Context: an optimization exercise on an open-source flow, tuned for small area, a short achievable clock period and few clock cycles. The choices shown serve that exercise and are no tape-out recipe.
Only simulation tests tie the RTL to the original design; equivalence was not proved.
Power figures rest on the tool's default switching activity, not on a simulated workload.

===== config.mk =====
export PLATFORM = sky130hd
export DESIGN_NAME = rv32
export DESIGN_NICKNAME = rv32
export VERILOG_FILES = /design/flow/design.v
export SDC_FILE = /design/flow/constraint.sdc
export NUM_CORES = 4
export LEC_CHECK = 0
export CAP_MARGIN = 20
export CELL_PAD_IN_SITES_DETAIL_PLACEMENT = 1
export CORE_MARGIN = 2
export CORE_UTILIZATION = 35
export SLEW_MARGIN = 20
export TNS_END_PERCENT = 5

===== constraint.sdc =====
create_clock -name core_clock -period 14.5 [get_ports {clk}]
set_input_delay 2.9000 -clock core_clock [delete_from_list [all_inputs] [get_ports {clk}]]
set_output_delay 2.9000 -clock core_clock [all_outputs]
set_load 0.01 [all_outputs]

===== design.v =====
module rv32 (clk,clrn,pc,inst,m_addr,d_f_mem,d_t_mem,write,
                                 io_rdn,io_wrn,rvram,wvram,read);
    input         clk, clrn;                                  
    input  [31:0] inst;                                       
    input  [31:0] d_f_mem;                                    
    output [31:0] pc;                                         
    output [31:0] m_addr;                                     
    output [31:0] d_t_mem;                                    
    output  [3:0] write;                                      
    output        read;                                       
    output  [3:0] wvram;                                      
    output        rvram;                                      
    output        io_wrn;                                     
    output        io_rdn;                                     
    reg    [31:0] pc;                                         
    reg    [31:0] ex_a, ex_b, ex_i;                           
    reg    [31:0] ex_c;                                       
    reg           ex_fc;
    reg     [4:0] ex_rd;
    reg           ex_wen, ex_ld, ex_st, ex_jalr, ex_csr, ex_iow;
    reg     [5:0] ex_rb;                                    
    reg           ex_fa, ex_fb;                               
    reg           ex_sub;
    reg           ex_si, ex_smp, ex_smn, ex_sbp, ex_sbn;      
    reg           ex_add, ex_slt, ex_sll, ex_sr, ex_xor, ex_or, ex_and, ex_passi, ex_link;
    reg     [2:0] ex_f3;
    reg    [31:0] m_addr, d_t_mem;                            
    reg     [3:0] write, wvram;
    reg           read, rvram, io_wrn, io_rdn;
    reg     [4:0] m_rd;
    reg           m_wen, m_ld;
    reg     [2:0] m_f3;
    reg    [31:0] w_val;                                      
    reg     [4:0] w_rd;
    reg           w_wen;
    reg    [31:0] m_ldv;
    always @(*) begin
        case (m_f3[1:0])
            2'b00: begin                                        
                case (m_addr[1:0])
                    2'b00: m_ldv[7:0] = d_f_mem[ 7: 0];
                    2'b01: m_ldv[7:0] = d_f_mem[15: 8];
                    2'b10: m_ldv[7:0] = d_f_mem[23:16];
                    default: m_ldv[7:0] = d_f_mem[31:24];
                endcase
                m_ldv[31:8] = {24{~m_f3[2] & m_ldv[7]}};
            end
            2'b01: begin                                        
                m_ldv[15:0] = m_addr[1] ? d_f_mem[31:16] : d_f_mem[15:0];
                m_ldv[31:16] = {16{~m_f3[2] & m_ldv[15]}};
            end
            default: m_ldv = d_f_mem;                           
        endcase
    end
    wire   [31:0] m_val = m_ld ? m_ldv : m_addr;
    reg    [31:0] regfile [1:31];
    always @ (posedge clk) begin
        if (w_wen) regfile[w_rd] <= w_val;
    end
    wire    [6:0] opcode = inst[6:0];
    wire    [2:0] func3  = inst[14:12];
    wire    [4:0] rd     = inst[11:7];
    wire    [4:0] rs     = inst[19:15];
    wire    [4:0] rt     = inst[24:20];
    wire          sign   = inst[31];
    wire   [31:0] broffset  = {{19{sign}},inst[31],inst[7],inst[30:25],inst[11:8],1'b0};
    wire   [31:0] simm      = {{20{sign}},inst[31:20]};
    wire   [31:0] stimm     = {{20{sign}},inst[31:25],inst[11:7]};
    wire   [31:0] uimm      = {inst[31:12],12'h0};
    wire   [31:0] jaloffset = {{11{sign}},inst[31],inst[19:12],inst[20],inst[30:21],1'b0};
    wire d_lui   = (opcode == 7'b0110111);
    wire d_auipc = (opcode == 7'b0010111);
    wire d_jal   = (opcode == 7'b1101111);
    wire d_jalr  = (opcode == 7'b1100111);
    wire d_br    = (opcode == 7'b1100011);
    wire d_ld    = (opcode == 7'b0000011);
    wire d_st    = (opcode == 7'b0100011);
    wire d_opi   = (opcode == 7'b0010011);
    wire d_opr   = (opcode == 7'b0110011);
    wire d_csr   = (opcode == 7'b1110011) & (func3 == 3'b001);
    wire d_alu   = d_opi | d_opr;
    wire d_use1  = ~(d_lui | d_auipc | d_jal);
    wire d_use2  = d_opr | d_st | d_br;
    wire d_wr    = (d_lui | d_auipc | d_jal | d_jalr | d_ld | d_alu | d_csr) & (rd != 5'd0);
    wire d_rdm   = d_ld | d_csr;                                
    reg    [31:0] rf_a, rf_b;
    integer k;
    always @(*) begin
        rf_a = 32'd0;
        rf_b = 32'd0;
        for (k = 1; k < 32; k = k + 1) begin
            rf_a = rf_a | ({32{rs == k}} & regfile[k]);
            rf_b = rf_b | ({32{rt == k}} & regfile[k]);
        end
    end
    wire   [31:0] fd_a = (m_wen && (m_rd == rs)) ? m_val : (w_wen && (w_rd == rs)) ? w_val : rf_a;
    wire   [31:0] fd_b = (m_wen && (m_rd == rt)) ? m_val : (w_wen && (w_rd == rt)) ? w_val : rf_b;
    wire hz1 = d_use1 & ex_ld & ex_wen & (ex_rd == rs);
    wire hz2 = d_use2 & ex_ld & ex_wen & (ex_rd == rt);
    wire stall = hz1 | hz2;
    wire   [14:0] lo_b     = {1'b0, pc[13:0]} + {1'b0, broffset[13:0]};
    wire   [14:0] lo_j     = {1'b0, pc[13:0]} + {1'b0, jaloffset[13:0]};
    wire          dz_b     = (lo_b[14] == sign);
    wire          dz_j     = lo_j[14] ? (&{inst[31], inst[19:14]}) : ~(|{inst[31], inst[19:14]});
    wire          d_pred   = d_br & sign & dz_b;
    wire          fd_jump  = (d_jal & dz_j) | d_pred;
    wire   [13:0] fd_tgt   = ({14{d_jal}} & lo_j[13:0]) | ({14{~d_jal}} & lo_b[13:0]);
    wire   [31:0] pc4      = pc + 32'd4;
    wire   [31:0] fa = ex_fa ? m_addr : ex_a;
    wire   [31:0] fb = ex_fb ? m_addr : ex_b;
    wire   [31:0] op2 = ({32{ex_si}}  & ex_i)   |
                        ({32{ex_smp}} & m_addr) | ({32{ex_smn}} & ~m_addr) |
                        ({32{ex_sbp}} & ex_b)   | ({32{ex_sbn}} & ~ex_b);
    wire   [33:0] sum_c = {1'b0, fa, 1'b1} + {1'b0, op2, ex_sub};
    wire   [32:0] sum = sum_c[33:1];
    wire          ltu = ~sum[32];                               
    wire          lts = (fa[31] ^ ~op2[31]) ? fa[31] : sum[31];
    wire          lt  = ex_f3[0] ? ltu : lts;
    wire   [31:0] fc   = ex_fc ? m_addr : ex_c;
    wire          eq   = (fc == fb);
    wire          bltu = fc < fb;
    wire          blts = (fc[31] ^ fb[31]) ? fc[31] : bltu;
    wire    [4:0] shamt = ex_si ? ex_i[4:0] : fb[4:0];
    wire   [31:0] shl = fa << shamt;
    wire   [31:0] shr = $signed({ex_f3[2] & ex_i[10] & fa[31], fa}) >>> shamt;
    wire   [31:0] res = ({32{ex_add}}   & sum[31:0])
                      | ({32{ex_slt}}   & {31'd0, lt})
                      | ({32{ex_sll}}   & shl)
                      | ({32{ex_sr}}    & shr)
                      | ({32{ex_xor}}   & (fa ^ op2))
                      | ({32{ex_or}}    & (fa | op2))
                      | ({32{ex_and}}   & (fa & op2))
                      | ({32{ex_passi}} & ex_i)
                      | ({32{ex_link}}  & ex_b);
    wire ex_redirect = (ex_rb[0] & eq)   | (ex_rb[1] & ~eq)  |
                       (ex_rb[2] & blts) | (ex_rb[3] & ~blts) |
                       (ex_rb[4] & bltu) | (ex_rb[5] & ~bltu) | ex_jalr;
    wire [31:0] ex_tgt = {sum[31:1], 1'b0};
    wire vr_space = sum[31] & sum[30] & ~sum[29];
    reg   [3:0] be;
    always @(*) begin
        case (ex_f3[1:0])
            2'b00:   be = 4'b0001 << sum[1:0];
            2'b01:   be = sum[1] ? 4'b1100 : 4'b0011;
            default: be = 4'b1111;
        endcase
    end
    reg  [31:0] st_data;
    always @(*) begin
        case (ex_f3[1:0])
            2'b00:   st_data = {4{fb[7:0]}};
            2'b01:   st_data = {2{fb[15:0]}};
            default: st_data = fb;
        endcase
    end
    wire fwd_b   = d_use2 & (rt != 5'd0) & ex_wen & (ex_rd == rt);
    wire d_sub   = (d_opr & inst[30] & (func3 == 3'b000)) | (d_alu & (func3[2:1] == 2'b01));
    wire fd_go   = ~stall & ~ex_redirect;                       
    always @ (posedge clk or negedge clrn) begin
        if (!clrn) begin
            pc      <= 0;
            ex_wen  <= 0; ex_ld <= 0; ex_st <= 0; ex_rb <= 0; ex_jalr <= 0;
            ex_csr  <= 0; ex_iow <= 0;
            write   <= 0; wvram <= 0; read <= 0; rvram <= 0;
            io_wrn  <= 1; io_rdn <= 1;
            m_wen   <= 0; m_ld <= 0;
            w_wen   <= 0;
        end else begin
            if (ex_redirect)      pc <= ex_tgt;
            else if (stall)       pc <= pc;
            else if (fd_jump)     pc <= {pc[31:14], fd_tgt};
            else                  pc <= pc4;
            ex_wen  <= fd_go & d_wr;
            ex_ld   <= fd_go & d_rdm;
            ex_st   <= fd_go & d_st;
            ex_rb   <= {6{fd_go & d_br}} & (
                       (func3 == 3'b000) ? (d_pred ? 6'b000010 : 6'b000001) :
                       (func3 == 3'b001) ? (d_pred ? 6'b000001 : 6'b000010) :
                       (func3 == 3'b100) ? (d_pred ? 6'b001000 : 6'b000100) :
                       (func3 == 3'b101) ? (d_pred ? 6'b000100 : 6'b001000) :
                       (func3 == 3'b110) ? (d_pred ? 6'b100000 : 6'b010000) :
                       (func3 == 3'b111) ? (d_pred ? 6'b010000 : 6'b100000) : 6'b000000);
            ex_jalr <= fd_go & (d_jalr | (d_jal & ~dz_j));
            ex_csr  <= fd_go & d_csr;
            ex_iow  <= fd_go & d_csr & (rs != 5'd0);
            write   <= {4{ex_st & ~vr_space}} & be;
            wvram   <= {4{ex_st &  vr_space}} & be;
            read    <= ex_ld & ~ex_csr & ~vr_space;
            rvram   <= ex_ld & ~ex_csr &  vr_space;
            io_rdn  <= ~(ex_csr & ex_wen);
            io_wrn  <= ~ex_iow;
            m_wen   <= ex_wen;
            m_ld    <= ex_ld;
            w_wen   <= m_wen;
        end
    end
    always @ (posedge clk) begin
        ex_a      <= (d_auipc | d_jal | d_br) ? pc : fd_a;
        ex_c      <= fd_a;
        ex_fc     <= d_br & (rs != 5'd0) & ex_wen & (ex_rd == rs);
        ex_b      <= (d_jal | d_jalr) ? pc4 : fd_b;
        ex_i      <= d_br  ? (d_pred ? 32'd4 : broffset) :
                     d_jal ? jaloffset :
                     d_st  ? stimm :
                     (d_lui | d_auipc) ? uimm :
                     d_csr ? {20'd0, inst[31:20]} :
                     (d_opi & (func3[2:1] == 2'b01)) ? ~simm : simm;
        ex_rd     <= rd;
        ex_f3     <= d_csr ? 3'b010 : func3;
        ex_fa     <= d_use1 & ~d_br & (rs != 5'd0) & ex_wen & (ex_rd == rs);
        ex_fb     <= fwd_b;
        ex_sub    <= d_sub;
        ex_si     <= ~d_opr;
        ex_smp    <= d_opr &  fwd_b & ~d_sub;
        ex_smn    <= d_opr &  fwd_b &  d_sub;
        ex_sbp    <= d_opr & ~fwd_b & ~d_sub;
        ex_sbn    <= d_opr & ~fwd_b &  d_sub;
        ex_add    <= ((d_alu & (func3 == 3'b000)) | d_auipc | d_ld | d_st);
        ex_slt    <= d_alu & (func3[2:1] == 2'b01);
        ex_sll    <= d_alu & (func3 == 3'b001);
        ex_sr     <= d_alu & (func3 == 3'b101);
        ex_xor    <= d_alu & (func3 == 3'b100);
        ex_or     <= d_alu & (func3 == 3'b110);
        ex_and    <= d_alu & (func3 == 3'b111);
        ex_passi  <= d_lui | d_csr;
        ex_link   <= d_jal | d_jalr;
        m_addr    <= res;
        d_t_mem   <= ex_csr ? fa : st_data;
        m_rd      <= ex_rd;
        m_f3      <= ex_f3;
        w_val     <= m_val;
        w_rd      <= m_rd;
    end
endmodule

===== flow/run.sh =====
#!/bin/bash
set -uo pipefail
M=$(cat flow/margin.txt)
B="BUFFER_PORTS_ARGS=-buffer_cell sky130_fd_sc_hd__buf_4"
bash standard.sh synth > synth.log 2>&1 || exit 1
for step in floorplan place cts; do
  bash standard.sh SETUP_SLACK_MARGIN=$M "$B" $step > $step.log 2>&1 || exit 1
done
for step in route finish; do
  bash standard.sh SETUP_SLACK_MARGIN=0 "$B" $step > $step.log 2>&1 || exit 1
done

===== flow/margin.txt =====
10.2

===== standard.sh =====
#!/bin/bash
# synth_recipe.tcl (not shown) runs the flow's synth.tcl, then flattens the netlist and writes it again
# the make line also repeats each setting of config.mk as NAME=value (left out here)
make -C /OpenROAD-flow-scripts/flow DESIGN_CONFIG=/design/flow/config.mk WORK_HOME=/design/flow/orfs CLKGATE_MAP_FILE= SYNTH_SCRIPT=/design/flow/synth_recipe.tcl "${@:-finish}"

==> results_dict.tcl, run 1 <==
set metrics [dict create \
    outcome "finished clean" \
    die_width_um 438 \
    final.hold.worst_slack_ns 0.366 \
    holdCritStartpoint "ex_iow" \
    overflow 0 \
    fin_area_sq_mm 0.0794 \
    clk_pin_slew_ns 0.06 \
    synth_xor_area_share_pct 1.50 \
    cellPowerDensity_mw_per_mm2 130 \
    htreeDepth 4 \
    rows 159 \
    start_util_pct 35.1 \
    max-cap-violations 0 \
    synth_cells 5903 \
    r2r_slack_ns 9.68 \
    cts_buffers 144 \
    cts_hold_buffers 0 \
    die_h_um 438 \
    ys_ff_latch 1314 \
    antenna_found_initial 37 \
    drt_wl_total_um 381000 \
    synth-simple-area-share_pct 12.2 \
    vias 64600 \
    yosys_warnings 1 \
    fin_skew_ns 0.0734 \
    core_sq_mm 0.187 \
    arrival_ns 5.92 \
    clkSinkCount 1314 \
    synth_top_family_by_area "compound AO/OA/AOI/OAI gates" \
    track_usage_pct 38.5 \
    cts_tree "built" \
    drc 0 \
    ys.flop_type "edfxtp_1" \
    max_slew.worst_pin.slew_ns 1.39 \
    wl_per_cell_um 43.5 \
    avgSynthCellArea_sq_um 11.1 \
    finish.net_count 6286 \
    hold_violations 0 \
    ff2ff_path_depth 15 \
    regToRegStartpoint "ex_b[14]" \
    period_share_pct 35.8 \
    fillerInstances 19800 \
    critPathRequiredTime_ns 15.24 \
    start_kind "primary input" \
    grt_pass1_vias 62300 \
    synth_top_cell_by_area "edfxtp_1" \
    synth_adder_area_share_pct 2.35 \
    port_buffers 173 \
    tns_ns 0 \
    gp_congestion 1.07 \
    clock_latency_ns 0.85 \
    synth_area_leaders "edfxtp_1 (45%), a22oi_1 (9.5%), dfxtp_1 (8.0%)" \
    worstHoldPathType "reg -> reg" \
    io_pins 174 \
    dp_hpwl_um 222000 \
    power.static_leakage_uw 0.0292 \
    grt_pass1_wl_um 514000 \
    critPathCaptureType "flop" \
    synth_top_area_share_pct 45.3 \
    grt_max_degree 66 \
    path_class "in -> reg" \
    dpl-instance-area_sq_mm 0.0705 \
    slew_headroom_pct 6.11 \
    worstHoldPathCells 1 \
    ys_seq_area_share_pct 55.5 \
    synth_fp_nets 6090 \
    muxShareOfSynthArea_pct 5.92 \
    period_minus_slack_ns 5.19 \
    rsz0062_at_grt "no" \
    ys_types 92 \
    syn_area_sq_mm 0.0658 \
    drt_iter0_markers 15800 \
    drive_gt1_share_pct 19.8 \
    dieArea_sq_mm 0.191 \
    dr.pass1.iters 13 \
    antenna_left 0 \
    drv_slew 0 \
    clock_path_buffers 3 \
    viasPerCell 7.38 \
    setup_viol 0 \
    syn2layout_area_growth_pct 20.7 \
    clock.fmax_mhz 193 \
    crit_start "inst[20]" \
    async_flop_share_pct 4.49 \
    synth_compound_area_share_pct 19.1 \
    worst-path-max-fanout 32 \
    cts_root_buffer "clkbuf_16" \
    irDropWorstVdd_uv 125 \
    synth_edf_count 992 \
]
report_power, final:
part / total, uW / internal (uW) / switching (uW)
Combinational: 1960 / 703 / 1260
Clock: 3930 / 2220 / 1710
Sequential: 4420 / 4150 / 267
Total: 10300 / 7080 / 3240
cell usage in the layout (no fill, tap or decap), types with 19 or more instances in the layout:
cell type	netlist	layout
diode_2	0	33
buf_12	0	43
dfxtp_1	263	242
o211ai_1	54	54
o21ai_0	227	200
and2_4	1	42
a31o_2	27	27
nand3_1	185	179
nor3_1	94	85
buf_4	10	370
and3_1	137	132
nor2_1	355	306
a22oi_1	831	824
clkbuf_16	0	148
clkinv_2	0	23
clkbuf_1	314	28
a31oi_1	55	44
buf_8	0	24
inv_1	114	110
mux2_2	99	89
nor2_4	0	49
edfxtp_1	992	992
a21o_1	23	22
nor4_2	3	25
xnor2_1	49	48
a222oi_1	83	83
dfrtp_1	57	47
nand4_1	84	84
a211oi_1	29	24
buf_6	3	34
ha_1	117	100
nor4_1	56	27
nand2_1	583	582
a21oi_1	185	174
xor2_1	64	64
nand2b_1	53	50
mux2_4	8	19
a221oi_1	29	24
mux2i_1	228	210
cells by family (layout without fill, tap and decap cells):
family	count (synthesis)	after routing
XOR/XNOR	113	113
buffers and inverters	557	871
multiplexers	355	355
AO/OA/AOI/OAI	1750	1750
other	0	33
flip-flops	1314	1314
adder cells (fa/ha/maj)	121	121
AND/OR/NAND/NOR	1693	1695
routing by layer:
layer | wire, um | GRT usage [%]
met3 | 62700 | 18.6
met5 | 389 | 1.89
met2 | 151000 | 53.8
met1 | 123000 | 43.6
met4 | 44200 | 32.8
path summary, 6_finish.rpt:
check	end
worst max-delay path	ex_b[25]
worst min-delay path	io_wrn
worst max register to register	m_addr[31]
worst min register to register	io_wrn
max in group asynchronous	pc[2]
min in group asynchronous	read
timing repair:
action | in CTS | in global routing
setup endpoints to repair | 276 | 0
gates resized for setup | 533 | 0
buffers inserted | 114 | 0
area by class of cell:
cell class / count / area [sq um] / share of cell area, %
clock inverters: 78 / 1020 / 1.29
multi-input cells: 4034 / 29200 / 36.8
inverters: 115 / 432 / 0.544
diodes: 33 / 82.6 / 0.104
flip-flops and latches: 1314 / 36600 / 46.1
well taps: 2495 / 3120 / 3.93
repair buffers: 490 / 4950 / 6.24
clock buffers: 188 / 3970 / 5.01
cells in the mapped netlist, drive strengths merged, types with 30 or more instances:
master and instances:
a221oi 30, nor2 355, inv 114, o211ai 55, dfrtp 57, xor2 64, and3 137, a222oi 83
nand3 185, nor3 96, mux2 111, ha 117, mux2i 231, edfxtp 992, dfxtp 263, nand2 583
and2 57, o21ai 231, xnor2 49, a2111oi 44, a31oi 55, nand2b 53, buf 128, a21oi 185
a211oi 30, clkbuf 314, nand4 84, nor4 59, a22oi 831
worst max-delay path, cell delays in order:
cell	delay (ns)
buf_6	0.17
xnor2_4	0.71
nand3_4	0.58
buf_4	0.53
a31oi_1	0.63
mux2i_1	0.16
o21ai_0	0.16
metrics by stage:
step	power (uW)	instances	utilization (%)	setup WS [ns]
final	10300	8747	42.4	9.31
after global routing	10500	8722	42.4	9.39
after detailed placement	6190	8314	37.7	7.90
after floorplan	5330	5903	-	9.36
after global placement	6150	8314	37.7	7.75
after CTS	10200	8713	42.3	9.88
state kept, by name (all words and copies together) (netlist names), 32 cells and up:
signal   count
pc          32
ex_c        32
regfile    992
ex_i        32
d_t_mem     32
ex_a        32
w_val       32
ex_b        32
m_addr      32
Testbench counts, summed over its fixed seeds: cycles 44,528.
==> run 2: changes to the inputs <==
==> flow/run.sh (replaced) <==
#!/bin/bash
set -uo pipefail
M=$(cat flow/margin.txt)
MR=$(cat flow/margin_route.txt)
B="BUFFER_PORTS_ARGS=-buffer_cell sky130_fd_sc_hd__buf_4"
bash standard.sh synth > synth.log 2>&1 || exit 1
for step in floorplan place cts; do
  bash standard.sh SETUP_SLACK_MARGIN=$M "$B" $step > $step.log 2>&1 || exit 1
done
for step in route finish; do
  bash standard.sh SETUP_SLACK_MARGIN=$MR "$B" $step > $step.log 2>&1 || exit 1
done
==> flow/margin_route.txt (new file) <==
9.7
==> results_dict.tcl, run 2 <==
set metrics [dict create \
    outcome "finished clean" \
    dieArea_sq_mm 0.191 \
    wl_per_cell_um 43.5 \
    tns_ns 0 \
    drt_iter0_markers 15400 \
    largest_reg_flops 992 \
    cts_hold_buffers 0 \
    synth_area_leaders "edfxtp_1 (45%), a22oi_1 (9.5%), dfxtp_1 (8.0%)" \
    hold_violations 0 \
    antenna_found_initial 37 \
    synth_edf_count 992 \
    period_share_pct 35.4 \
    dp_hpwl_um 222000 \
    irDropWorstVdd_uv 125 \
    top_register "regfile" \
    gp_congestion 1.07 \
    ys_seq_area_share_pct 55.5 \
    cts_tree "built" \
    synth_top_area_share_pct 45.3 \
    cellPowerDensity_mw_per_mm2 130 \
    drt_wl_total_um 381000 \
    vias 64800 \
    setup_viol 0 \
    final_common_cell "edfxtp_1" \
    route.layer.met1.wl_um 123000 \
    path_class "in -> reg" \
    htreeDepth 4 \
    yosys_warnings 1 \
    wl_met2_um 152000 \
    met3_length_um 62100 \
    period_minus_slack_ns 5.13 \
    die_h_um 438 \
    worst-path-max-fanout 31 \
    drc 0 \
    final_cell_mix "edfxtp_1 (992), a22oi_1 (824), nand2_1 (582)" \
    viasPerCell 7.40 \
    fillerInstances 19800 \
    power.static_leakage_uw 0.0292 \
    synth_top_cell_by_area "edfxtp_1" \
    max-cap-violations 0 \
    rows 159 \
    synth_cells 5903 \
    grt_pass1_wl_um 514000 \
    syn_area_sq_mm 0.0658 \
    core_sq_mm 0.187 \
    io_pins 174 \
    dpl-instance-area_sq_mm 0.0705 \
    clk_pin_slew_ns 0.06 \
    track_usage_pct 38.5 \
    syn2layout_area_growth_pct 20.7 \
    r2r_slack_ns 9.68 \
    fin_area_sq_mm 0.0794 \
    ys.flop_type "edfxtp_1" \
    die_width_um 438 \
    clock.fmax_mhz 195 \
    ys_ff_latch 1314 \
    synth_common_cells "edfxtp_1 (992), a22oi_1 (831), nand2_1 (583), nor2_1 (355), clkbuf_1 (314)" \
    dr.max_layer_used "met5" \
    port_buffers 173 \
    finish.net_count 6288 \
    synth_most_common_cell "edfxtp_1" \
    start_util_pct 35.1 \
    cts_buffers 144 \
    max_slew.worst_pin.slew_ns 1.30 \
    start_kind "primary input" \
    cts_root_buffer "clkbuf_16" \
    worstHoldPathType "reg -> reg" \
    synth_fp_nets 6090 \
    clock_latency_ns 0.85 \
    critPathRequiredTime_ns 15.23 \
    clkSinkCount 1314 \
    avgSynthCellArea_sq_um 11.1 \
    critPathCaptureType "flop" \
    async_flop_share_pct 4.49 \
    slew_headroom_pct 12.1 \
    clock_path_buffers 3 \
    fin_skew_ns 0.0727 \
    grt_max_degree 66 \
    dp_cells 8314 \
    drive_gt1_share_pct 19.8 \
    antenna_left 0 \
    overflow 0 \
    arrival_ns 5.86 \
    drv_slew 0 \
    ys_types 92 \
    grt_pass1_vias 62300 \
    rsz0062_at_grt "yes" \
    fin_cells 8751 \
    dr.pass1.iters 13 \
]
run 2: cell types whose count changed in the layout (fill, tap and decap cells not counted), sizes merged:
cell,delta
buf,+2
diode,+2
run 2: layer usage:
layer | up-vias | GRT usage, %
li1 | 23500 | -
met1 | 31300 | 43.6
met2 | 7396 | 53.8
met3 | 2591 | 18.6
met4 | 26 | 32.8
met5 | - | 1.89
run 2: final cells by class:
| type | instances | area (sq um) | area share [%] |
|---|---|---|---|
| flip-flops and latches | 1314 | 36600 | 46.1 |
| multi-input cells | 4034 | 29200 | 36.8 |
| repair buffers | 492 | 4980 | 6.27 |
| clock buffers | 188 | 3970 | 5.00 |
| well taps | 2495 | 3120 | 3.93 |
| clock inverters | 78 | 1020 | 1.29 |
| inverters | 115 | 432 | 0.544 |
| diodes | 35 | 87.6 | 0.110 |
run 2: report_power, final:
part	switching (uW)	internal (uW)
Combinational	1260	704
Clock	1710	2220
Sequential	267	4150
run 2: worst paths after layout:
path / start / end / depth (start not counted)
max in group asynchronous: clrn / pc[2] / 1
setup / recovery: inst[23] / ex_b[25] / 10
min in group asynchronous: clrn / read / 1
setup reg to reg: ex_b[14] / m_addr[31] / 15
hold / removal: ex_iow / io_wrn / 1
hold reg to reg: ex_iow / io_wrn / 1
run 2: kinds of logic (layout without fill, tap and decap cells):
kind of cell             after synthesis  after routing  share of synthesized area [%]
AO/OA/AOI/OAI                       1750           1750                           19.1
XOR/XNOR                             113            113                           1.50
adder cells (fa/ha/maj)              121            121                           2.35
buffers and inverters                557            873                           3.44
flip-flops                          1314           1314                           55.5
multiplexers                         355            355                           5.92
other                                  0             35                              0
AND/OR/NAND/NOR                     1693           1695                           12.2
run 2: repair_timing:
item                                    CTS  global route
gates resized for setup                 533             3
pin swaps                               104             2
endpoints found under the setup margin  276            52
buffers inserted                        114             2
cloned                                   19             0
run 2: through the flow:
step / hold slack, ns / setup slack (ns) / util, % / total power, uW
after CTS: 0.362 / 9.88 / 42.3 / 10200
after floorplan: 0.329 / 9.36 / - / 5330
after detailed placement: 0.366 / 7.90 / 37.7 / 6190
after global placement: 0.349 / 7.75 / 37.7 / 6150
after global routing: 0.374 / 9.59 / 42.4 / 10500
final: 0.366 / 9.37 / 42.4 / 10300
run 2: worst max-delay path: stages:
cell and delay (ns):
buf_8 0.15, or3_1 0.56, nor2_4 0.17, buf_6 0.54, a22oi_1 0.25, nand3_1 0.16, nor2_1 0.06, a31oi_1 0.63
mux2i_1 0.16, o21ai_0 0.16
==> run 3: changes to the inputs <==
==> run.sh (new file) <==
#!/bin/bash
# synth_recipe.tcl (not shown) runs the flow's synth.tcl, then flattens the netlist and writes it again
# the make line also repeats each setting of config.mk as NAME=value (left out here)
make -C /OpenROAD-flow-scripts/flow DESIGN_CONFIG=/design/flow/config.mk WORK_HOME=/design/flow/orfs CLKGATE_MAP_FILE= SYNTH_SCRIPT=/design/flow/synth_recipe.tcl finish
--- a/config.mk
+++ b/config.mk
@@ -7,7 +7,5 @@
 export LEC_CHECK = 0
 export CAP_MARGIN = 20
-export CELL_PAD_IN_SITES_DETAIL_PLACEMENT = 1
 export CORE_MARGIN = 2
 export CORE_UTILIZATION = 35
 export SLEW_MARGIN = 20
-export TNS_END_PERCENT = 5
removed: flow/run.sh
removed: flow/margin.txt
removed: flow/margin_route.txt
removed: standard.sh
==> results_dict.tcl, run 3 <==
set metrics [dict create \
    rsz0062_at_grt "no" \
    clock.fmax_mhz 140 \
    dp_hpwl_um 215000 \
    yosys_warnings 1 \
    drc 0 \
    htreeDepth 4 \
    grt_pass1_vias 55500 \
    synth_area_leaders "edfxtp_1 (45%), a22oi_1 (9.5%), dfxtp_1 (8.0%)" \
    dp_cells 8328 \
    critPathCaptureType "flop" \
    largest_reg_flops 992 \
    synth_adder_area_share_pct 2.35 \
    drt_wl_total_um 348000 \
    rows 159 \
    tns_ns 0 \
    ys_ff_latch 1314 \
    die_width_um 438 \
    synth_top_cell_by_area "edfxtp_1" \
    critPathTopFamily "buffers and inverters" \
    max_slew.worst_pin.slew_ns 1.20 \
    die_h_um 438 \
    dieArea_sq_mm 0.191 \
    avgSynthCellArea_sq_um 11.1 \
    async_flop_share_pct 4.49 \
    syn_area_sq_mm 0.0658 \
    synth_compound_area_share_pct 19.1 \
    track_usage_pct 34.9 \
    synth-simple-area-share_pct 12.2 \
    final_common_cell "edfxtp_1" \
    drv_slew 0 \
    synth_common_cells "edfxtp_1 (992), a22oi_1 (831), nand2_1 (583), nor2_1 (355), clkbuf_1 (314)" \
    dr.pass1.iters 13 \
    fin_skew_ns 0.0457 \
    worst-path-max-fanout 18 \
    syn2layout_area_growth_pct 15.1 \
    grt_max_degree 59 \
    clk_pin_slew_ns 0.06 \
    period_minus_slack_ns 7.13 \
    cts_setup_buffers 0 \
    cts_tree "built" \
    setup_viol 0 \
    path_buf_inv 3 \
    synth_edf_count 992 \
    fin_cells 8607 \
    synth_top_family_by_area "compound AO/OA/AOI/OAI gates" \
    clock_latency_ns 0.83 \
    ys_types 92 \
    top_register "regfile" \
    synth_cells 5903 \
    slew_headroom_pct 19.5 \
    cellPowerDensity_mw_per_mm2 132 \
    final_cell_mix "edfxtp_1 (992), a22oi_1 (831), nand2_1 (583)" \
    port_buffers 173 \
    slowest_delay_ns 1.01 \
    synth_fp_nets 6090 \
    path_class "in -> reg" \
    period_share_pct 49.2 \
    vias 60200 \
    synth_top_area_share_pct 45.3 \
    worstHoldPathType "reg -> reg" \
    final.hold.worst_slack_ns 0.360 \
    clock_path_buffers 3 \
    grt_pass1_wl_um 465000 \
    outcome "finished clean" \
    drive_gt1_share_pct 11.8 \
    drt_iter0_markers 13800 \
    antenna_left 0 \
    irDropWorstVdd_uv 92.8 \
    dpl-instance-area_sq_mm 0.0708 \
    cts_buffers 141 \
    start_kind "primary input" \
    antenna_found_initial 22 \
    io_pins 174 \
    ys_seq_area_share_pct 55.5 \
    cpMostUsedCell "buf_4" \
    cp_slowest_cell "clkdlybuf4s50_1" \
    wl_per_cell_um 40.4 \
    max-cap-violations 0 \
    arrival_ns 7.88 \
    cts_hold_buffers 0 \
    critPathRequiredTime_ns 15.25 \
    finalPower_uw 9970 \
    muxShareOfSynthArea_pct 5.92 \
    viasPerCell 7.00 \
    start_util_pct 35.1 \
    cts_root_buffer "clkbuf_16" \
    gp_congestion 1.01 \
    finish.net_count 6163 \
    synth_xor_area_share_pct 1.50 \
    path_cells "clkdlybuf4s50_1 > nor3b_2 > buf_4 > and2_2 > buf_4 > a22oi_1 > nand3_1 > nor4_1 > a31o_2 > o21ai_0 > mux2_2" \
    core_sq_mm 0.187 \
    ctsResizeCount 0 \
    overflow 0 \
    power.static_leakage_uw 0.0275 \
    ys.flop_type "edfxtp_1" \
    hold_violations 0 \
    clkSinkCount 1314 \
    fin_area_sq_mm 0.0757 \
    synth_most_common_cell "edfxtp_1" \
]
[run 3: cell counts after synthesis]
Identical to the previous run, type by type.
[run 3: layout make-up]
type | instances | area (sq um)
Antenna cell | 19 | 47.5
Clock buffer | 180 | 3850
Clock inverter | 80 | 971
Fill cell | 17700 | 111000
Inverter | 115 | 432
Multi-Input combinational cell | 4032 | 27500
Sequential cell | 1314 | 36600
Tap cell | 2495 | 3120
Timing Repair Buffer | 372 | 3220
[run 3: path summary, 6_finish.rpt]
path                       slack, ns     start  cells past startpoint         to
hold reg to reg                 0.36    ex_iow                      1     io_wrn
hold / removal                  0.36    ex_iow                      1     io_wrn
max in group asynchronous      11.45      clrn                      2     pc[23]
setup / recovery                7.37  inst[19]                     11   ex_a[31]
min in group asynchronous       1.94      clrn                      1   write[3]
setup reg to reg                8.05     ex_fa                     16  m_addr[0]
[run 3: cell families (layout without fill, tap and decap cells)]
logic type,after synthesis,count (layout)
other cells,0,19
buf+inv,557,747
compound gates,1750,1750
flops,1314,1314
mux,355,355
fa+ha+maj,121,121
simple gates,1693,1693
xor+xnor,113,113
[run 3: power by group]
group	internal, uW	switching [uW]
Combinational	627	1150
Sequential	4150	254
Clock	2140	1650
Total	6920	3060
[run 3: worst reg2reg max path, delay by kind of cell, from the launching register on]
family                   cells  cell delay, ns
multiplexers                 1            0.98
flip-flops                   1            0.32
AND/OR/NAND/NOR              4            0.63
AO/OA/AOI/OAI                7            2.39
buffers and inverters        2            1.01
adder cells (fa/ha/maj)      2            1.03
[run 3: per-stage QoR]
step           setup WS (ns)  utilization (%)
4_1_cts                 7.68             40.4
2_1_floorplan           9.02                -
3_5_place_dp            6.87             37.8
5_1_grt                 7.57             40.4
3_3_place_gp            6.83             37.8
6_report                7.37             40.4
[run 3: per-layer routing]
| layer | part of all wire (%) | routed length, um | GRT usage [%] |
|---|---|---|---|
| met5 | 0.013 | 44 | 0 |
| met2 | 42 | 145000 | 51.7 |
| met3 | 15 | 52400 | 13.2 |
| met1 | 33 | 116000 | 41.3 |
| met4 | 9.6 | 33300 | 25.4 |
==> run 4: changes to the inputs <==
--- a/design.v
+++ b/design.v
@@ -31,7 +31,4 @@
     reg           m_wen, m_ld;
     reg     [2:0] m_f3;
-    reg    [31:0] w_val;                                      
-    reg     [4:0] w_rd;
-    reg           w_wen;
     reg    [31:0] m_ldv;
     always @(*) begin
@@ -56,5 +53,5 @@
     reg    [31:0] regfile [1:31];
     always @ (posedge clk) begin
-        if (w_wen) regfile[w_rd] <= w_val;
+        if (m_wen) regfile[m_rd] <= m_val;
     end
     wire    [6:0] opcode = inst[6:0];
@@ -94,6 +91,6 @@
         end
     end
-    wire   [31:0] fd_a = (m_wen && (m_rd == rs)) ? m_val : (w_wen && (w_rd == rs)) ? w_val : rf_a;
-    wire   [31:0] fd_b = (m_wen && (m_rd == rt)) ? m_val : (w_wen && (w_rd == rt)) ? w_val : rf_b;
+    wire   [31:0] fd_a = (m_wen && (m_rd == rs)) ? m_val : rf_a;
+    wire   [31:0] fd_b = (m_wen && (m_rd == rt)) ? m_val : rf_b;
     wire hz1 = d_use1 & ex_ld & ex_wen & (ex_rd == rs);
     wire hz2 = d_use2 & ex_ld & ex_wen & (ex_rd == rt);
@@ -165,5 +162,4 @@
             io_wrn  <= 1; io_rdn <= 1;
             m_wen   <= 0; m_ld <= 0;
-            w_wen   <= 0;
         end else begin
             if (ex_redirect)      pc <= ex_tgt;
@@ -192,5 +188,4 @@
             m_wen   <= ex_wen;
             m_ld    <= ex_ld;
-            w_wen   <= m_wen;
         end
     end
@@ -229,6 +224,4 @@
         m_rd      <= ex_rd;
         m_f3      <= ex_f3;
-        w_val     <= m_val;
-        w_rd      <= m_rd;
     end
 endmodule
==> flow/run.sh (new file) <==
#!/bin/bash
set -uo pipefail
M=$(cat flow/margin.txt)
MR=$(cat flow/margin_route.txt)
B="BUFFER_PORTS_ARGS=-buffer_cell sky130_fd_sc_hd__buf_4"
bash standard.sh synth > synth.log 2>&1 || exit 1
for step in floorplan place cts; do
  bash standard.sh SETUP_SLACK_MARGIN=$M "$B" $step > $step.log 2>&1 || exit 1
done
for step in route finish; do
  bash standard.sh SETUP_SLACK_MARGIN=$MR "$B" $step > $step.log 2>&1 || exit 1
done
==> flow/margin.txt (new file) <==
10.2
==> flow/margin_route.txt (new file) <==
9.7
==> standard.sh (new file) <==
#!/bin/bash
# synth_recipe.tcl (not shown) runs the flow's synth.tcl, then flattens the netlist and writes it again
# the make line also repeats each setting of config.mk as NAME=value (left out here)
make -C /OpenROAD-flow-scripts/flow DESIGN_CONFIG=/design/flow/config.mk WORK_HOME=/design/flow/orfs CLKGATE_MAP_FILE= SYNTH_SCRIPT=/design/flow/synth_recipe.tcl "${@:-finish}"
--- a/config.mk
+++ b/config.mk
@@ -7,5 +7,7 @@
 export LEC_CHECK = 0
 export CAP_MARGIN = 20
+export CELL_PAD_IN_SITES_DETAIL_PLACEMENT = 1
 export CORE_MARGIN = 2
 export CORE_UTILIZATION = 35
 export SLEW_MARGIN = 20
+export TNS_END_PERCENT = 5
removed: run.sh
==> results_dict.tcl, run 4 <==
set metrics [dict create \
    clock_latency_ns 0.87 \
    arrival_ns 5.54 \
    fin_skew_ns 0.0915 \
    clkSinkCount 1276 \
    worst-path-max-fanout 14 \
    cpMostUsedCell "buf_4" \
    die_width_um 431 \
    core_sq_mm 0.181 \
    cp_slowest_cell "nor3_4" \
    avgSynthCellArea_sq_um 11.3 \
    finalPower_uw 10700 \
    top_register "regfile" \
    cellPowerDensity_mw_per_mm2 138 \
    fin_cells 8424 \
    htreeDepth 4 \
    ys_types 98 \
    hold_violations 0 \
    largest_reg_flops 992 \
    grt_pass1_wl_um 515000 \
    max-cap-violations 0 \
    synth_top_area_share_pct 46.8 \
    synth_fp_nets 5801 \
    synth_common_cells "edfxtp_1 (992), a22oi_1 (888), nand2_1 (493), nor2_1 (361), clkbuf_1 (334)" \
    reg2reg_to "ex_rb[4]" \
    tns_ns 0 \
    cts_buffers 141 \
    period_share_pct 33.3 \
    regToRegStartpoint "ex_fb" \
    outcome "finished clean" \
    holdCritStartpoint "ex_iow" \
    drc 0 \
    final.hold.worst_slack_ns 0.374 \
    ys_seq_area_share_pct 56.2 \
    critPathRequiredTime_ns 15.21 \
    dp_cells 7952 \
    drt_wl_total_um 385000 \
    io_pins 174 \
    worstHoldPathType "reg -> reg" \
    cts_root_buffer "clkbuf_16" \
    max_slew.worst_pin.slew_ns 1.24 \
    setup_viol 0 \
    ys_ff_latch 1276 \
    ff2ff_path_depth 13 \
    syn2layout_area_growth_pct 22.0 \
    path_cells "buf_4 > or2_4 > buf_4 > nor2_4 > buf_4 > a222oi_1 > nand4_1 > nor3_4 > a21oi_1 > mux2_2" \
    die_h_um 431 \
    critPathCaptureType "flop" \
    rsz0062_at_grt "yes" \
    drt_iter0_markers 13900 \
    min_to "io_wrn" \
    ys.flop_type "edfxtp_1" \
    start_util_pct 35.2 \
    vias 63100 \
    final_cell_mix "edfxtp_1 (992), a22oi_1 (887), nand2_1 (486)" \
    drive_gt1_share_pct 22.0 \
    yosys_warnings 1 \
    path_class "in -> reg" \
    rows 156 \
    wl_per_cell_um 45.7 \
    synth_most_common_cell "edfxtp_1" \
    track_usage_pct 40.1 \
    drv_slew 0 \
    clk_pin_slew_ns 0.06 \
    synth_area_leaders "edfxtp_1 (47%), a22oi_1 (10%), dfxtp_1 (7.1%)" \
    synth_cells 5614 \
    overflow 0 \
    syn_area_sq_mm 0.0637 \
    crit_start "inst[16]" \
    power.static_leakage_uw 0.0276 \
    finish.net_count 6098 \
    worstHoldPathCells 1 \
    antenna_found_initial 34 \
    setup_slack_ns 9.67 \
    clock.fmax_mhz 207 \
    port_buffers 173 \
    synth_edf_count 992 \
    antenna_left 0 \
    cts_tree "built" \
    period_minus_slack_ns 4.83 \
    slowest_delay_ns 0.43 \
    dp_hpwl_um 225000 \
    clock_path_buffers 3 \
    grt_max_degree 65 \
    dr.pass1.iters 17 \
    r2r_slack_ns 9.80 \
    grt_pass1_vias 61000 \
    final_common_cell "edfxtp_1" \
    irDropWorstVdd_uv 108 \
    cts_hold_buffers 0 \
    synth_top_cell_by_area "edfxtp_1" \
    slew_headroom_pct 17.3 \
    gp_congestion 1.02 \
    dp_slack_ns 7.97 \
    async_flop_share_pct 4.55 \
    dieArea_sq_mm 0.185 \
    start_kind "primary input" \
    viasPerCell 7.49 \
]
run 4: cell count changes after synthesis, moves of 25 or more:
cell / before / now
nand2_1: 583 / 493
and3_1: 137 / 21
nand4_1: 84 / 138
buf_2: 90 / 38
a22oi_1: 831 / 888
o21ai_0: 227 / 170
and2_1: 45 / 17
a2111oi_0: 42 / 4
dfxtp_1: 263 / 226
a31o_2: 27 / 2
nor3_1: 94 / 129
run 4: worst max-delay path by stage:
stage | to | slack (ns) | cells past startpoint
6_report | ex_a[3] | 9.67 | 10
3_3_place_gp | ex_wen | 8.04 | 12
3_5_place_dp | ex_wen | 7.97 | 12
2_1_floorplan | pc[9] | 9.47 | 9
4_1_cts | m_addr[16] | 9.99 | 2
5_1_grt | ex_b[28] | 9.69 | 11
run 4: layer usage:
layer  vias to the layer above  share of wire (%)  track usage [%]
li1                      22800                  -                -
met1                     30500                 32             45.2
met2                      7115                 40             56.1
met3                      2604                 17             19.8
met4                        52                 11             34.1
met5                         -               0.31             3.77
run 4: report_power, final:
part	switching (uW)	total (uW)	internal, uW
clock network	1680	3860	2180
registers	226	4290	4070
logic	1700	2560	866
total	3600	10700	7120
run 4: stage by stage:
| stage | cell area (sq um) | utilization, % |
|---|---|---|
| floorplan | 64100 | - |
| global placement | 69000 | 38.2 |
| detailed placement | 69000 | 38.2 |
| CTS | 77600 | 42.9 |
| global route | 77600 | 43.0 |
| finish | 77700 | 43.0 |
run 4: timing repair:
item / in CTS / in global routing
resized for setup: 497 / 2
buffers inserted: 157 / 0
endpoints found under the hold margin: 0 / 0
gates cloned: 29 / 0
setup endpoints to repair: 743 / 4
pin swaps: 114 / 1
run 4: cell families (layout without fill, tap and decap cells):
| logic type | after synthesis | in the layout | share of synthesized area, % |
|---|---|---|---|
| other | 0 | 24 | 0 |
| adder cells (fa/ha/maj) | 121 | 121 | 2.42 |
| multiplexers | 317 | 319 | 5.52 |
| buffers and inverters | 530 | 927 | 3.41 |
| XOR/XNOR | 107 | 107 | 1.47 |
| AO/OA/AOI/OAI | 1753 | 1755 | 19.9 |
| flip-flops | 1276 | 1276 | 56.2 |
| AND/OR/NAND/NOR | 1510 | 1525 | 11.1 |
run 4: area by class of cell:
| type | count | area, sq um |
|---|---|---|
| fillers | 19000 | 103000 |
| multi-input cells | 3827 | 28400 |
| diodes | 24 | 60.1 |
| inverters | 113 | 443 |
| clock buffers | 172 | 3750 |
| flip-flops and latches | 1276 | 35900 |
| clock inverters | 90 | 1160 |
| repair inverters | 1 | 7.51 |
| repair buffers | 551 | 5040 |
| well taps | 2370 | 2970 |
run 4: critical path: cells and delay by family:
family / cells / cell delay [ns]
AOI/OAI and AO/OA: 2 / 0.60
buffers and inverters: 3 / 0.66
muxes: 1 / 0.32
and+or+nand+nor: 4 / 1.00
Testbench counts of run 4, summed over its fixed seeds: cycles 44,528.

-- afterwards: timing with drivers on the ports --
No port has a modelled driver above. Below, the same layouts with a new extraction and two added sets of constraints. Step 1 assumes that a clkbuf_16 drives the clock port and a buf_2 every other input. Step 2 moves the port delays by t, midway between the first and last clock arrival at a register: inputs arrive t later, outputs are due t later. That takes back most of the time a late clock gives input paths. Three values: ideal, step 1, step 2; two values: the first two.
run	t (ns)	setup slack, ns	worst setup path after step 2	slew at the worst register clock pin (ns)	cell pins on the clock port's net
run 1	0.899	9.313 / 9.366 / 8.467	input to register	0.07 / 0.07	1
run 2	0.899	9.371 / 9.404 / 8.505	input to register	0.07 / 0.07	1
run 3	0.885	7.368 / 7.427 / 6.543	input to register	0.07 / 0.07	1
run 4	0.912	9.668 / 9.726 / 8.814	input to register	0.07 / 0.07	1
After both steps every run listed still meets setup and hold. For run 2, which loses most, drivers alone change the setup slack by +0.033 ns; drivers and shift together by -0.866 ns.
